From an optimization exercise on the open Yosys and OpenROAD flow, aimed at small area; shortcuts taken in it are not production practice. Only simulation tests tie the RTL to the original design; equivalence was not proved. No driver is modelled on the clock port, so clocking that relies on it looks cheaper here than on a real chip. Power figures rest on the tool's default switching activity, not on a simulated workload.

==> v39 <==
==> flow/design.v <==
module ethernet_top
  (
    input        CLK,
    input        RST_N,
    output       M_CLK,
    input        M_DATA,
    output       M_LRSEL,
    output       ETH_MDC,
    output       ETH_RSTN,
    output       ETH_TXEN,
    output [1:0] ETH_TXD
   );
   assign M_LRSEL = 1'b0;
   assign ETH_MDC = 1'b0;
   reg [2:0] rst_q;
   always @(posedge CLK) rst_q <= {rst_q[1:0], ~RST_N};
   wire rst  = |rst_q;
   wire crst = |rst_q[2:1];       
   reg [3:0] p;
   reg [2:0] q;
   reg [3:0] g;
   reg [3:0] n;
   always @(posedge CLK) begin
      if (crst) begin
         p <= 4'd5; q <= 3'd4; g <= 4'd15; n <= 4'd15;
      end
      else begin
         p <= p + 4'd1;
         if (p == 4'd15) begin
            if (q == 3'd4) begin
               q <= 3'd0;
               g <= g + 4'd1;
               if (g == 4'd15) n <= n + 4'd1;
            end
            else q <= q + 3'd1;
         end
      end
   end
   reg eth_rst;
   wire u_is_8 = (n == 4'd0) && (g == 4'd0) && (q == 3'd0) && (p == 4'd8);
   always @(posedge CLK) eth_rst <= rst | (eth_rst & ~u_is_8);
   assign ETH_RSTN = ~eth_rst;
   reg armed;
   always @(posedge CLK)
     if (eth_rst) armed <= 1'b0;
     else if (n == 4'd15) armed <= 1'b1;
   wire [6:0] v = {q, p};
   reg mclk_d;
   always @(*) begin
      case (q)
        3'd0: mclk_d = (p <= 4'd8);
        3'd1: mclk_d = (p >= 4'd3) && (p <= 4'd12);
        3'd2: mclk_d = (p >= 4'd7);
        3'd3: mclk_d = (p <= 4'd0) || (p >= 4'd11);
        default: mclk_d = (p <= 4'd4) || (p == 4'd15);
      endcase
   end
   reg eth_rst_d;
   always @(posedge CLK) eth_rst_d <= eth_rst;
   assign M_CLK = mclk_d & ~eth_rst_d;
   reg xs, xp;
   wire cap = (q != 3'd0) && (p == {q[1:0] - 2'd1, 2'b00});
   always @(posedge CLK) if (cap) xs <= M_DATA;
   always @(posedge CLK)
     if (eth_rst) xp <= 1'b0;
     else if (p == 4'd0) xp <= xs;
   wire upd  = (q != 3'd1);
   wire lsb  = (p == 4'd0);
   reg [31:0] ir0, ir1, ir2, ir3, ir4;
   reg [4:0]  ic;
   wire [1:0] io0 = ir0[31:30];
   wire [1:0] io1 = ir1[31:30];
   wire [1:0] io2 = ir2[31:30];
   wire [1:0] io3 = ir3[31:30];
   wire [1:0] io4 = ir4[31:30];
   wire [1:0] xa  = !upd ? 2'b00 : lsb ? {xs, 1'b1} : {xp, xp};
   wire [1:0] a1  = upd ? io0 : 2'b00;
   wire [1:0] a2  = upd ? io1 : 2'b00;
   wire [1:0] a3  = upd ? io2 : 2'b00;
   wire [1:0] a4  = upd ? io3 : 2'b00;
   wire [4:0] icin = lsb ? 5'b0 : ic;
   wire [2:0] s0 = io0 + xa + icin[0];
   wire [2:0] s1 = io1 + a1 + icin[1];
   wire [2:0] s2 = io2 + a2 + icin[2];
   wire [2:0] s3 = io3 + a3 + icin[3];
   wire [2:0] s4 = io4 + a4 + icin[4];
   always @(posedge CLK) begin
      if (eth_rst) begin
         ir0 <= {ir0[29:0], 2'b00};
         ir1 <= {ir1[29:0], 2'b00};
         ir2 <= {ir2[29:0], 2'b00};
         ir3 <= {ir3[29:0], 2'b00};
         ir4 <= {ir4[29:0], 2'b00};
         ic  <= 5'b0;
      end
      else begin
         ir0 <= {ir0[29:0], s0[1:0]};
         ir1 <= {ir1[29:0], s1[1:0]};
         ir2 <= {ir2[29:0], s2[1:0]};
         ir3 <= {ir3[29:0], s3[1:0]};
         ir4 <= {ir4[29:0], comb ? 2'b00 : s4[1:0]};
         ic  <= {s4[2], s3[2], s2[2], s1[2], s0[2]};
      end
   end
   wire comb = (g == 4'd0) && (q == 3'd1);
   reg [31:0] dr1, dr2, dr3, dr4;
   reg [4:1]  cc;
   wire [1:0] do1 = dr1[31:30];
   wire [1:0] do2 = dr2[31:30];
   wire [1:0] do3 = dr3[31:30];
   wire [1:0] do4 = dr4[31:30];
   wire [4:1] ccin = lsb ? 4'b1111 : cc;
   wire [1:0] c0 = io4;
   wire [2:0] c1 = c0      + {1'b0, ~do1} + ccin[1];
   wire [2:0] c2 = c1[1:0] + {1'b0, ~do2} + ccin[2];
   wire [2:0] c3 = c2[1:0] + {1'b0, ~do3} + ccin[3];
   wire [2:0] c4 = c3[1:0] + {1'b0, ~do4} + ccin[4];
   wire [1:0] y  = c4[1:0];
   always @(posedge CLK) begin
      if (eth_rst) begin
         dr1 <= {dr1[29:0], 2'b00};
         dr2 <= {dr2[29:0], 2'b00};
         dr3 <= {dr3[29:0], 2'b00};
         dr4 <= {dr4[29:0], 2'b00};
      end
      else begin
         dr1 <= {dr1[29:0], comb ? c0      : do1};
         dr2 <= {dr2[29:0], comb ? c1[1:0] : do2};
         dr3 <= {dr3[29:0], comb ? c2[1:0] : do3};
         dr4 <= {dr4[29:0], comb ? c3[1:0] : do4};
      end
      cc <= {c4[2], c3[2], c2[2], c1[2]};
   end
   reg  [1:0] sr [0:255];
   integer k;
   always @(posedge CLK) begin
      for (k = 0; k < 256; k = k + 1) begin
         if ((k % 16) == 8 && comb && n == ((280 - k) / 16 + 1) % 16)
           sr[k] <= y;
         else
           sr[k] <= sr[(k + 255) % 256];
      end
   end
   wire fr  = armed && (n == 4'd0);
   wire pre = ((g == 4'd0) && !((q == 3'd0) && !p[3])) || ((g == 4'd1) && (q == 3'd0));
   wire dat = ((g == 4'd1) && (q != 3'd0)) || (g == 4'd2) || (g == 4'd3) ||
              ((g == 4'd4) && (q[2:1] == 2'b00));
   wire fcs = (g == 4'd4) && (q == 3'd2);
   assign ETH_TXEN = fr && (pre || dat || fcs);
   reg [1:0] rom;
   always @(*) begin
      case ({g[0], q, p})
        8'b00001000: rom = 2'd1;
        8'b00001001: rom = 2'd1;
        8'b00001010: rom = 2'd1;
        8'b00001011: rom = 2'd1;
        8'b00001100: rom = 2'd1;
        8'b00001101: rom = 2'd1;
        8'b00001110: rom = 2'd1;
        8'b00001111: rom = 2'd1;
        8'b00010000: rom = 2'd1;
        8'b00010001: rom = 2'd1;
        8'b00010010: rom = 2'd1;
        8'b00010011: rom = 2'd1;
        8'b00010100: rom = 2'd1;
        8'b00010101: rom = 2'd1;
        8'b00010110: rom = 2'd1;
        8'b00010111: rom = 2'd1;
        8'b00011000: rom = 2'd1;
        8'b00011001: rom = 2'd1;
        8'b00011010: rom = 2'd1;
        8'b00011011: rom = 2'd1;
        8'b00011100: rom = 2'd1;
        8'b00011101: rom = 2'd1;
        8'b00011110: rom = 2'd1;
        8'b00011111: rom = 2'd1;
        8'b00100000: rom = 2'd1;
        8'b00100001: rom = 2'd1;
        8'b00100010: rom = 2'd1;
        8'b00100011: rom = 2'd1;
        8'b00100100: rom = 2'd1;
        8'b00100101: rom = 2'd1;
        8'b00100110: rom = 2'd1;
        8'b00100111: rom = 2'd3;
        8'b00101000: rom = 2'd0;
        8'b00101001: rom = 2'd3;
        8'b00101010: rom = 2'd0;
        8'b00101011: rom = 2'd2;
        8'b00101100: rom = 2'd3;
        8'b00101101: rom = 2'd1;
        8'b00101110: rom = 2'd0;
        8'b00101111: rom = 2'd1;
        8'b00110000: rom = 2'd2;
        8'b00110001: rom = 2'd3;
        8'b00110010: rom = 2'd3;
        8'b00110011: rom = 2'd2;
        8'b00110100: rom = 2'd0;
        8'b00110101: rom = 2'd3;
        8'b00110110: rom = 2'd1;
        8'b00110111: rom = 2'd0;
        8'b00111000: rom = 2'd2;
        8'b00111001: rom = 2'd0;
        8'b00111010: rom = 2'd0;
        8'b00111011: rom = 2'd2;
        8'b00111100: rom = 2'd1;
        8'b00111101: rom = 2'd3;
        8'b00111110: rom = 2'd2;
        8'b00111111: rom = 2'd3;
        8'b01000000: rom = 2'd0;
        8'b01000001: rom = 2'd0;
        8'b01000010: rom = 2'd0;
        8'b01000011: rom = 2'd0;
        8'b01000100: rom = 2'd0;
        8'b01000101: rom = 2'd2;
        8'b01000110: rom = 2'd1;
        8'b01000111: rom = 2'd0;
        8'b01001000: rom = 2'd2;
        8'b01001001: rom = 2'd3;
        8'b01001010: rom = 2'd3;
        8'b01001011: rom = 2'd0;
        8'b01001100: rom = 2'd1;
        8'b01001101: rom = 2'd0;
        8'b01001110: rom = 2'd0;
        8'b01001111: rom = 2'd0;
        8'b10000000: rom = 2'd3;
        8'b10000001: rom = 2'd2;
        8'b10000010: rom = 2'd2;
        8'b10000011: rom = 2'd3;
        8'b10000100: rom = 2'd2;
        8'b10000101: rom = 2'd3;
        8'b10000110: rom = 2'd2;
        8'b10000111: rom = 2'd1;
        8'b10001000: rom = 2'd0;
        8'b10001001: rom = 2'd0;
        8'b10001010: rom = 2'd0;
        8'b10001011: rom = 2'd0;
        8'b10001100: rom = 2'd0;
        8'b10001101: rom = 2'd0;
        8'b10001110: rom = 2'd0;
        8'b10001111: rom = 2'd1;
        default: rom = 2'd1;
      endcase
   end
   reg [1:0] tap;
   always @(*) begin
      case (p[3:2])
        2'd0: tap = sr[91];
        2'd1: tap = sr[99];
        2'd2: tap = sr[107];
        default: tap = sr[115];
      endcase
   end
   reg [31:0] crc;
   reg [1:0]  nk;
   always @(*) begin
      case (p)
        4'd0: nk = 2'd2;  4'd1: nk = 2'd0;  4'd2: nk = 2'd1;  4'd3: nk = 2'd3;
        4'd4: nk = 2'd2;  4'd5: nk = 2'd0;  4'd6: nk = 2'd1;  4'd7: nk = 2'd2;
        4'd8: nk = 2'd3;  4'd9: nk = 2'd3;  4'd10: nk = 2'd0; 4'd11: nk = 2'd3;
        4'd12: nk = 2'd3; 4'd13: nk = 2'd2; 4'd14: nk = 2'd2; default: nk = 2'd3;
      endcase
   end
   wire [1:0] txd = dat ? tap : fcs ? (crc[1:0] ^ nk) : rom;
   assign ETH_TXD = txd;
   wire [1:0] fb = (fr && dat) ? (tap ^ crc[1:0]) : 2'b00;
   always @(posedge CLK)
     crc <= {2'b00, crc[31:2]} ^ ({32{fb[0]}} & 32'h76dc4190) ^ ({32{fb[1]}} & 32'hedb88320);
endmodule
==> flow/flow/run.sh <==
#!/bin/bash
# Standard ORFS layout (the standard.sh, standard synthesis unchanged) with two changes:
#  - clock tree synthesis without dummy loads, with clkbuf_8 sink clusters;
#  - port buffers are buf_1 cells.
# The full make output goes to standard.log here; ORFS keeps each step's log under orfs/logs.
set -euo pipefail
export CTS_ARGS="-sink_clustering_enable -repair_clock_nets -dont_use_dummy_load -sink_clustering_size 18 -sink_clustering_max_diameter 60 -buf_list sky130_fd_sc_hd__clkbuf_8"
export BUFFER_PORTS_ARGS="-buffer_cell sky130_fd_sc_hd__buf_1"
bash standard.sh > standard.log 2>&1
==> flow/standard.sh <==
#!/bin/bash
# synth_recipe.tcl (not shown) runs the flow's synth.tcl, then flattens the netlist and writes it again
# the make line also repeats each setting of config.mk as NAME=value (left out here)
make -C /OpenROAD-flow-scripts/flow DESIGN_CONFIG=/design/flow/config.mk WORK_HOME=/design/flow/orfs CLKGATE_MAP_FILE= SYNTH_SCRIPT=/design/flow/synth_recipe.tcl "${@:-finish}"
==> flow/config.mk <==
export PLATFORM = sky130hd
export DESIGN_NAME = ethernet_top
export DESIGN_NICKNAME = ethernet_top
export VERILOG_FILES = /design/flow/design.v
export SDC_FILE = /design/flow/constraint.sdc
export NUM_CORES = 4
export LEC_CHECK = 0
export CAP_MARGIN = 20
export CORE_MARGIN = 2
export CORE_UTILIZATION = 75
export CTS_BUF_LIST = sky130_fd_sc_hd__clkbuf_8
export CTS_CLUSTER_DIAMETER = 60
export CTS_CLUSTER_SIZE = 18
export SLEW_MARGIN = 20
export SYNTH_MEMORY_MAX_BITS = 8192
==> flow/constraint.sdc <==
create_clock -name core_clock -period 10.0 [get_ports {CLK}]
set_input_delay 2.0000 -clock core_clock [delete_from_list [all_inputs] [get_ports {CLK}]]
set_output_delay 2.0000 -clock core_clock [all_outputs]
set_load 0.01 [all_outputs]
==> v16 (differences from v39) <==
--- a/flow/design.v
+++ b/flow/design.v
@@ -39,3 +39,3 @@
    reg eth_rst;
-   wire u_is_8 = (n == 4'd0) && (g == 4'd0) && (q == 3'd0) && (p == 4'd8);
+   wire u_is_8 = (q == 3'd0) && (p == 4'd8);    
    always @(posedge CLK) eth_rst <= rst | (eth_rst & ~u_is_8);
@@ -133,2 +133,5 @@
    end
+   wire skip = (n != 4'd0) &&
+               (((g == 4'd0) && (q >= 3'd2)) || (g == 4'd1) || (g == 4'd2) ||
+                ((g == 4'd3) && (q <= 3'd2)));
    reg  [1:0] sr [0:255];
@@ -136,8 +139,5 @@
    always @(posedge CLK) begin
-      for (k = 0; k < 256; k = k + 1) begin
-         if ((k % 16) == 8 && comb && n == ((280 - k) / 16 + 1) % 16)
-           sr[k] <= y;
-         else
-           sr[k] <= sr[(k + 255) % 256];
-      end
+      sr[0] <= comb ? y : skip ? sr[239] : sr[255];
+      for (k = 1; k < 256; k = k + 1)
+        sr[k] <= sr[k - 1];
    end
@@ -246,6 +246,6 @@
       case (p[3:2])
-        2'd0: tap = sr[91];
-        2'd1: tap = sr[99];
-        2'd2: tap = sr[107];
-        default: tap = sr[115];
+        2'd0: tap = sr[51];
+        2'd1: tap = sr[59];
+        2'd2: tap = sr[67];
+        default: tap = sr[75];
       endcase
==> flow/flow/run.sh (replaced) <==
#!/bin/bash
# Standard ORFS layout (the standard.sh, standard synthesis unchanged) with these changes:
#  - port buffers are buf_1 cells;
#  - before clock tree synthesis, cells are downsized where slack allows (flow/pre_cts.tcl);
#  - clock tree synthesis without dummy loads, with clkbuf_8 sink clusters.
# The full make output goes to standard.log here; ORFS keeps each step's log under orfs/logs.
set -euo pipefail
export CTS_ARGS="-sink_clustering_enable -repair_clock_nets -dont_use_dummy_load -sink_clustering_size 18 -sink_clustering_max_diameter 60 -buf_list sky130_fd_sc_hd__clkbuf_8"
export BUFFER_PORTS_ARGS="-buffer_cell sky130_fd_sc_hd__buf_1"
export PRE_CTS_TCL="$PWD/flow/pre_cts.tcl"
bash standard.sh > standard.log 2>&1
==> flow/flow/pre_cts.tcl (new file) <==
# Before clock tree synthesis: with several ns of setup slack everywhere,
# downsize cells that the mapper sized for speed (power recovery).
estimate_parasitics -placement
repair_timing -recover_power 100 -verbose
--- a/flow/config.mk
+++ b/flow/config.mk
@@ -9,3 +9,3 @@
 export CORE_MARGIN = 2
-export CORE_UTILIZATION = 75
+export CORE_UTILIZATION = 78
 export CTS_BUF_LIST = sky130_fd_sc_hd__clkbuf_8
==> v7 (differences from v39) <==
==> flow/run.sh (new file) <==
#!/bin/bash
# synth_recipe.tcl (not shown) runs the flow's synth.tcl, then flattens the netlist and writes it again
# the make line also repeats each setting of config.mk as NAME=value (left out here)
make -C /OpenROAD-flow-scripts/flow DESIGN_CONFIG=/design/flow/config.mk WORK_HOME=/design/flow/orfs CLKGATE_MAP_FILE= SYNTH_SCRIPT=/design/flow/synth_recipe.tcl finish
--- a/flow/config.mk
+++ b/flow/config.mk
@@ -10,5 +10,5 @@
 export CORE_UTILIZATION = 75
-export CTS_BUF_LIST = sky130_fd_sc_hd__clkbuf_8
+export CTS_BUF_LIST = sky130_fd_sc_hd__clkbuf_16
 export CTS_CLUSTER_DIAMETER = 60
-export CTS_CLUSTER_SIZE = 18
+export CTS_CLUSTER_SIZE = 30
 export SLEW_MARGIN = 20
removed: flow/flow/run.sh
removed: flow/standard.sh
==> impl_results.md <==
- Status: stopped before the end
- Stopped at: 4_1_cts
- Run Error: [ERROR DPL-0033] detailed placement checks failed during check placement.
- CTS Buf Count: 54
- Post-synthesis adder-cell area fraction: 0.03048
That was v16.
==> impl_results.md <==
- CTS Buf Count: 35
- EDFF count, synth: 1
- Ant diodes: 0
- Post-synthesis adder-cell area fraction: 0.03122
- Post_cts resized: 0
- Status: complete, no violations
- Min-Delay Path Depth: 0
- Clk pwr share: 0.321
- Post-Place Cell Area: 20,370 um2
That was v7.
==> impl_results.md <==
- Status: complete, no violations
- Post-synthesis adder-cell area fraction: 0.03122
- DR top layer: met4
- CTS Buf Count: 54
- Buf+Inv Stages, Crit Path: 2
- Max-cap violations: 0
- Initial Util: 0.7660
- Hold Vio Cnt, Final: 0
That was v39.

-- afterwards: timing with drivers on the ports --
Ports are ideal in the flow. The routed layouts listed here were re-timed in OpenROAD.
Step 1 assumes that a clkbuf_16 drives the clock port and a buf_2 every other input.
Step 2, shift: input delay + t, output delay - t, t = (earliest + latest rising clock arrival at the registers) / 2. This alone moves slack from input paths to output paths.
Three values: ideal, step 1, step 2; two values: the first two.
run | shift t [ns] | setup slack, ns | worst register clock-pin slew, ns | pins driven straight from the clock port
v39 | 0.623 | 5.085 / 5.041 / 5.320 | 0.11 / 0.11 | 1
v7 | 0.595 | 4.733 / 4.686 / 5.022 | 0.11 / 0.11 | 1
After both steps every run listed still meets setup and hold.
